This design comes from an exercise in tuning for small area on the open sky130 flow, not from production work.
The RTL was checked by simulation tests, not by an equivalence proof against the original design.
The flow treats the clock pin as an ideal source, which a real chip does not have.
Power figures rest on the tool's default switching activity, not on a simulated workload.

north:
// timelogger
module timelogger
 (
  rst,
  clk,
  sw,
  rw,
  rs,
  en,
  data,
  key1,key2,key3,key4,
  HEX0,HEX1,HEX2,HEX3,
  Led_out,
  Led_Out1,
  RST_CLK1,RST_CLK2,
  SW2,SW3,
  HEX4,HEX5,HEX6,HEX7
 );
Settings: LEC_CHECK=0, ABC_AREA=1, CAP_MARGIN=20, CORE_MARGIN=2, CORE_UTILIZATION=65, PLACE_DENSITY=0.8, SLEW_MARGIN=20; clock period 12.0 ns.
standard.sh (not shown) runs the stock make flow with config.mk's settings and CLKGATE_MAP_FILE= SYNTH_SCRIPT=/design/flow/synth_recipe.tcl, a recipe that flattens the netlist after the stock synthesis.
==> flow/flow/run.sh <==
#!/bin/bash
# Own layout flow: the standard synthesis, then the combinational logic
# between the (unchanged) registers is re-mapped by ABC for area, then the
# standard ORFS layout from floorplan to finish.
set -euo pipefail
W=$(pwd)
FLOWDIR=$W/flow
RES=$W/orfs/results/${FLOW_PLATFORM}/timelogger/base
LIB=$FLOW_HOME/platforms/${FLOW_PLATFORM}/lib/sky130_fd_sc_hd__tt_025C_1v80.lib

# 1. standard synthesis
bash standard.sh synth > $W/log_1_standard_synth.log 2>&1

# 2. re-map the logic between the registers for area
cp $RES/1_2_yosys.v $W/std_synth.v
DU=$(sed -n '/DONT_USE_CELLS/,/^$/p' $FLOW_HOME/platforms/${FLOW_PLATFORM}/config.mk \
     | grep -o 'sky130_fd_sc_hd__[a-z0-9_]*' | sed 's/^/-dont_use /' | tr '\n' ' ')
cat > $W/reopt.ys <<EOY
read_liberty -ignore_miss_func $LIB
read_verilog $W/std_synth.v
hierarchy -top $FLOW_TOP
setattr -mod -set keep_hierarchy 1 sky130_fd_sc_hd__df*
flatten
hierarchy -top $FLOW_TOP
opt_clean -purge
tee -o $W/reopt_before.stat stat -liberty $LIB
abc -liberty $LIB $DU -script $FLOWDIR/area.abc
opt_clean -purge
hilomap -singleton -hicell sky130_fd_sc_hd__conb_1 HI -locell sky130_fd_sc_hd__conb_1 LO
splitnets
opt_clean -purge
read_liberty -overwrite -lib $LIB
hierarchy -top $FLOW_TOP
tee -o $W/reopt_after.stat stat -liberty $LIB
check -assert
write_verilog -noattr -noexpr -nohex -nodec $W/reopt.v
EOY
yosys -s $W/reopt.ys > $W/log_2_reopt_yosys.log 2>&1
cp $W/reopt.v $RES/1_2_yosys.v
rm -f $RES/1_synth.odb $RES/1_synth.sdc

# 3. standard layout from the new netlist, with the ports buffered by the
#    smallest buffer and a clock tree of small buffers without dummy loads
bash standard.sh \
  "BUFFER_PORTS_ARGS=-buffer_cell sky130_fd_sc_hd__buf_1" \
  "CTS_ARGS=-sink_clustering_enable -repair_clock_nets -dont_use_dummy_load -buf_list sky130_fd_sc_hd__clkbuf_4" \
  finish > $W/log_3_standard_layout.log 2>&1
test -f $W/out/final.def
==> flow/flow/area.abc <==
strash; &get -n; &deepsyn -J 100 -T 600; &put; balance -l; resub -K 6 -l; rewrite -l; resub -K 6 -N 2 -l; refactor -l; resub -K 8 -l; balance -l; resub -K 8 -N 2 -l; rewrite -l; resub -K 10 -l; rewrite -z -l; resub -K 10 -N 2 -l; balance -l; resub -K 12 -l; refactor -z -l; resub -K 12 -N 2 -l; rewrite -z -l; balance -l; dch -f; amap; strash; dch -f; amap; topo
[inputs] south vs north
Settings: a change of CORE_UTILIZATION from 65 to 40; a deleted PLACE_DENSITY that had been 0.8.
diff --git a/flow/flow/run.sh b/flow/flow/run.sh
--- a/flow/flow/run.sh
+++ b/flow/flow/run.sh
@@ -40,9 +40,5 @@
 rm -f $RES/1_synth.odb $RES/1_synth.sdc
 
-# 3. standard layout from the new netlist, with the ports buffered by the
-#    smallest buffer and a clock tree of small buffers without dummy loads
-bash standard.sh \
-  "BUFFER_PORTS_ARGS=-buffer_cell sky130_fd_sc_hd__buf_1" \
-  "CTS_ARGS=-sink_clustering_enable -repair_clock_nets -dont_use_dummy_load -buf_list sky130_fd_sc_hd__clkbuf_4" \
-  finish > $W/log_3_standard_layout.log 2>&1
+# 3. standard layout from the new netlist
+bash standard.sh > $W/log_3_standard_layout.log 2>&1
 test -f $W/out/final.def
==> flow/flow/area.abc <==
strash; &get -n; &deepsyn -T 60; &put; balance -l; resub -K 6 -l; rewrite -l; resub -K 6 -N 2 -l; refactor -l; resub -K 8 -l; balance -l; resub -K 8 -N 2 -l; rewrite -l; resub -K 10 -l; rewrite -z -l; resub -K 10 -N 2 -l; balance -l; resub -K 12 -l; refactor -z -l; resub -K 12 -N 2 -l; rewrite -z -l; balance -l; dch -f; map -a; topo
==> comparison <==
- south closes out successfully: all stages finished, all timing, DRC and antenna checks passed.
- Delta (south minus north): fmax grew by 4.5%; clock-buffer cell count grew by 1; routed metal-1 wirelength grew by 21%.
- Comparing the two runs side by side, south comes out behind north on wire length of the first global-routing pass.
- The cell type of the slowest stage on the worst timing path comes out or4_2 in one run and or4_1 in the other, namely in south and north respectively.
- The estimated power of south ends up higher than the estimate for north.
- Sort north and south by post-place setup slack, ascending, and north comes first.
- In the tables for north and south, iteration count of the initial detailed-routing pass reads higher with south.
- Worst ir drop on vdd, north and south: higher on north
- Note that the synthesized cell count recorded for south amounts to 1.07 times the value seen in north.
- Going from north to south, the ratio of final minimum period to clock period was found to have gone down by 2.1 points.
[inputs] east vs south
Settings: CORE_UTILIZATION changed from 40 to 65; PLACE_DENSITY newly set to 0.8.
diff --git a/flow/flow/run.sh b/flow/flow/run.sh
--- a/flow/flow/run.sh
+++ b/flow/flow/run.sh
@@ -40,5 +40,9 @@
 rm -f $RES/1_synth.odb $RES/1_synth.sdc
 
-# 3. standard layout from the new netlist
-bash standard.sh > $W/log_3_standard_layout.log 2>&1
+# 3. standard layout from the new netlist, with the ports buffered by the
+#    smallest buffer and a clock tree of small buffers without dummy loads
+bash standard.sh \
+  "BUFFER_PORTS_ARGS=-buffer_cell sky130_fd_sc_hd__buf_1" \
+  "CTS_ARGS=-sink_clustering_enable -repair_clock_nets -dont_use_dummy_load -buf_list sky130_fd_sc_hd__clkbuf_4 -root_buf sky130_fd_sc_hd__clkbuf_8" \
+  finish > $W/log_3_standard_layout.log 2>&1
 test -f $W/out/final.def
==> flow/flow/area.abc <==
strash; &get -n; &deepsyn -J 100 -T 600; &put; balance -l; resub -K 6 -l; rewrite -l; resub -K 6 -N 2 -l; refactor -l; resub -K 8 -l; balance -l; resub -K 8 -N 2 -l; rewrite -l; resub -K 10 -l; rewrite -z -l; resub -K 10 -N 2 -l; balance -l; resub -K 12 -l; refactor -z -l; resub -K 12 -N 2 -l; rewrite -z -l; balance -l; dch -f; amap; strash; dch -f; amap; topo
## What came out
Average footprint of a synthesized cell grows by a few percent when moving from south to east.
Looking at maximum clock skew at final layout across both flows, east is the weaker of the two, with south ahead.
Routability congestion estimate from global placement: higher on east
Via count is lower on east
Final critical delay including setup and external delays up 230 ps in east wrt south
On transition time at the pin with the least slew margin, the higher figure sits with east, not south.
For synthesized cell count, dividing the value from east by the value from south gives 0.938.
Post-synthesis to final-layout area growth: east < south
For west, these inputs were changed with respect to east:
diff --git a/flow/flow/run.sh b/flow/flow/run.sh
--- a/flow/flow/run.sh
+++ b/flow/flow/run.sh
@@ -44,5 +44,5 @@
 bash standard.sh \
   "BUFFER_PORTS_ARGS=-buffer_cell sky130_fd_sc_hd__buf_1" \
-  "CTS_ARGS=-sink_clustering_enable -repair_clock_nets -dont_use_dummy_load -buf_list sky130_fd_sc_hd__clkbuf_4 -root_buf sky130_fd_sc_hd__clkbuf_8" \
+  "CTS_ARGS=-sink_clustering_enable -repair_clock_nets -dont_use_dummy_load -buf_list sky130_fd_sc_hd__clkbuf_4 -sink_clustering_size 10" \
   finish > $W/log_3_standard_layout.log 2>&1
 test -f $W/out/final.def
Findings:
east → west: area growth from synthesis to layout roughly the same; number of DRC violations after detailed-routing iteration 0 lower; relative max-transition margin lower; core utilization roughly the same.
west has final critical-path required period above what east had.
Compared east against west; worst hold slack within noise.
Re leftover overflow at the end of global routing: no difference whatsoever between east and west.
Summary: with east as the reference, total via count after detailed routing in west moved down slightly.

---

timelogger again, from the RTL that the note above started with.
Settings: LEC_CHECK=0, ABC_AREA=1, CAP_MARGIN=20, CORE_MARGIN=2, CORE_UTILIZATION=65, PLACE_DENSITY=0.8, SLEW_MARGIN=20; clock period 12.0 ns.
==> flow/flow/run.sh <==
#!/bin/bash
# Own layout flow: the standard synthesis, then the combinational logic
# between the (unchanged) registers is re-mapped by ABC for area (several
# seeds of ABC's &deepsyn, the smallest result kept), then the standard ORFS
# layout from floorplan to finish, with the ports buffered by the smallest
# buffer and a clock tree of small buffers.
set -euo pipefail
W=$(pwd)
FLOWDIR=$W/flow
RES=$W/orfs/results/${FLOW_PLATFORM}/timelogger/base
LIB=$FLOW_HOME/platforms/${FLOW_PLATFORM}/lib/sky130_fd_sc_hd__tt_025C_1v80.lib

# 1. standard synthesis
bash standard.sh synth > $W/log_1_standard_synth.log 2>&1

# 2. re-map the logic between the registers for area
cp $RES/1_2_yosys.v $W/std_synth.v
DU=$(sed -n '/DONT_USE_CELLS/,/^$/p' $FLOW_HOME/platforms/${FLOW_PLATFORM}/config.mk \
     | grep -o 'sky130_fd_sc_hd__[a-z0-9_]*' | sed 's/^/-dont_use /' | tr '\n' ' ')
C2="balance -l; resub -K 6 -l; rewrite -l; resub -K 6 -N 2 -l; refactor -l; resub -K 8 -l; balance -l; resub -K 8 -N 2 -l; rewrite -l; resub -K 10 -l; rewrite -z -l; resub -K 10 -N 2 -l; balance -l; resub -K 12 -l; refactor -z -l; resub -K 12 -N 2 -l; rewrite -z -l; balance -l"
reopt() {
  local S=$1
  echo "strash; &get -n; &deepsyn -J 100 -T 900 -S $S; &put; $C2; dch -f; amap; strash; dch -f; amap; topo" > $W/area_$S.abc
  cat > $W/reopt_$S.ys <<EOY
read_liberty -ignore_miss_func $LIB
read_verilog $W/std_synth.v
hierarchy -top $FLOW_TOP
setattr -mod -set keep_hierarchy 1 sky130_fd_sc_hd__df*
flatten
hierarchy -top $FLOW_TOP
opt_clean -purge
abc -liberty $LIB $DU -script $W/area_$S.abc
opt_clean -purge
hilomap -singleton -hicell sky130_fd_sc_hd__conb_1 HI -locell sky130_fd_sc_hd__conb_1 LO
splitnets
opt_clean -purge
read_liberty -overwrite -lib $LIB
hierarchy -top $FLOW_TOP
tee -o $W/reopt_$S.stat stat -liberty $LIB
check -assert
write_verilog -noattr -noexpr -nohex -nodec $W/reopt_$S.v
EOY
  yosys -s $W/reopt_$S.ys > $W/log_2_reopt_yosys_$S.log 2>&1 || true
}
SEEDS="0 7 13 21 34 55 77 99"
n=0
for S in $SEEDS; do
  reopt $S &
  n=$((n+1))
  if (( n % ${NUM_CORES:-4} == 0 )); then wait; fi
done
wait
best=""; besta=""
for S in $SEEDS; do
  [[ -s $W/reopt_$S.v && -s $W/reopt_$S.stat ]] || continue
  a=$(grep -m1 "Chip area for module" $W/reopt_$S.stat | grep -o '[0-9.]*$')
  echo "seed $S area $a" >> $W/log_2_reopt_choice.log
  if [[ -z "$besta" ]] || awk "BEGIN{exit !($a < $besta)}"; then best=$S; besta=$a; fi
done
echo "chosen seed $best area $besta" >> $W/log_2_reopt_choice.log
cp $W/reopt_$best.v $W/reopt.v
cp $W/reopt.v $RES/1_2_yosys.v
rm -f $RES/1_synth.odb $RES/1_synth.sdc

# 3. standard layout from the new netlist
bash standard.sh \
  "BUFFER_PORTS_ARGS=-buffer_cell sky130_fd_sc_hd__buf_1" \
  "CTS_ARGS=-sink_clustering_enable -repair_clock_nets -dont_use_dummy_load -buf_list sky130_fd_sc_hd__clkbuf_4" \
  "POST_CTS_TCL=$FLOWDIR/post_cts.tcl" \
  finish > $W/log_3_standard_layout.log 2>&1
test -f $W/out/final.def
==> flow/flow/post_cts.tcl <==
estimate_parasitics -placement
set upsized 0
foreach inst [get_cells -filter "ref_name == sky130_fd_sc_hd__clkbuf_4"] {
  if {![string match "clkbuf_*" [get_full_name $inst]]} { continue }
  set out [get_pins -of_objects $inst -filter "direction == output"]
  set net [get_nets -of_objects $out]
  set worst 0
  foreach p [get_pins -of_objects $net -filter "direction == input"] {
    set s [get_property $p slew_max_rise]
    if {$s > $worst} { set worst $s }
  }
  if {$worst > 0.100} {
    puts "post_cts: [get_full_name $inst] sink slew $worst -> clkbuf_8"
    replace_cell $inst sky130_fd_sc_hd__clkbuf_8
    incr upsized
  }
}
puts "post_cts: upsized $upsized clock buffers"
if {$upsized > 0} {
  detailed_placement
  check_placement -verbose
  estimate_parasitics -placement
}
Then changed:
--- a/flow/flow/run.sh
+++ b/flow/flow/run.sh
@@ -44,3 +44,3 @@
 }
-SEEDS="0 7 13 21 34 55 77 99"
+SEEDS="0 7 13 21 34 55 77 99 3 11 42 63 70 85 91 100"
 n=0
--- a/flow/flow/post_cts.tcl
+++ b/flow/flow/post_cts.tcl
@@ -11,3 +11,3 @@
   }
-  if {$worst > 0.100} {
+  if {$worst > 0.110} {
     puts "post_cts: [get_full_name $inst] sink slew $worst -> clkbuf_8"
=> The changed run finished with timing, DRC and antenna clean. Sequential cell count does not change. Power drops by 4.7%. Critical path depth went up by 3. Cell count went down by 1.6%. Final area decreases by 0.83%. Hold slack improves by 0.013 ns. Clock-buffer cell count stays the same.

[what the ideal ports hide]
Ports are ideal in the flow. The routed layouts listed here were re-timed in OpenROAD. Step 1 (the two cells are an assumption about what drives the block):
set clk [get_ports {clk}]
set_driving_cell -lib_cell sky130_fd_sc_hd__clkbuf_16 $clk
set_driving_cell -lib_cell sky130_fd_sc_hd__buf_2 [delete_from_list [all_inputs] $clk]
Step 2, shift: input delay + t, output delay - t, t = (earliest + latest rising clock arrival at the registers) / 2. This alone moves slack from input paths to output paths. Three values: ideal, step 1, step 2; two values: the first two.
| run | t (ns) | setup WS [ns] | worst setup path after step 2 |
|---|---|---|---|
| north | 0.566 | 6.232 / 6.232 / 6.232 | register to register |
| south | 0.475 | 6.479 / 6.479 / 6.479 | register to register |
| east | 0.448 | 6.250 / 6.250 / 6.250 | register to register |
| west | 0.566 | 6.232 / 6.232 / 6.232 | register to register |
| the first run of note 2 | 0.474 | 6.037 / 6.037 / 6.037 | register to register |
| the second run of note 2 | 0.462 | 6.281 / 6.281 / 6.281 | register to register |
After both steps every run listed still meets setup and hold.
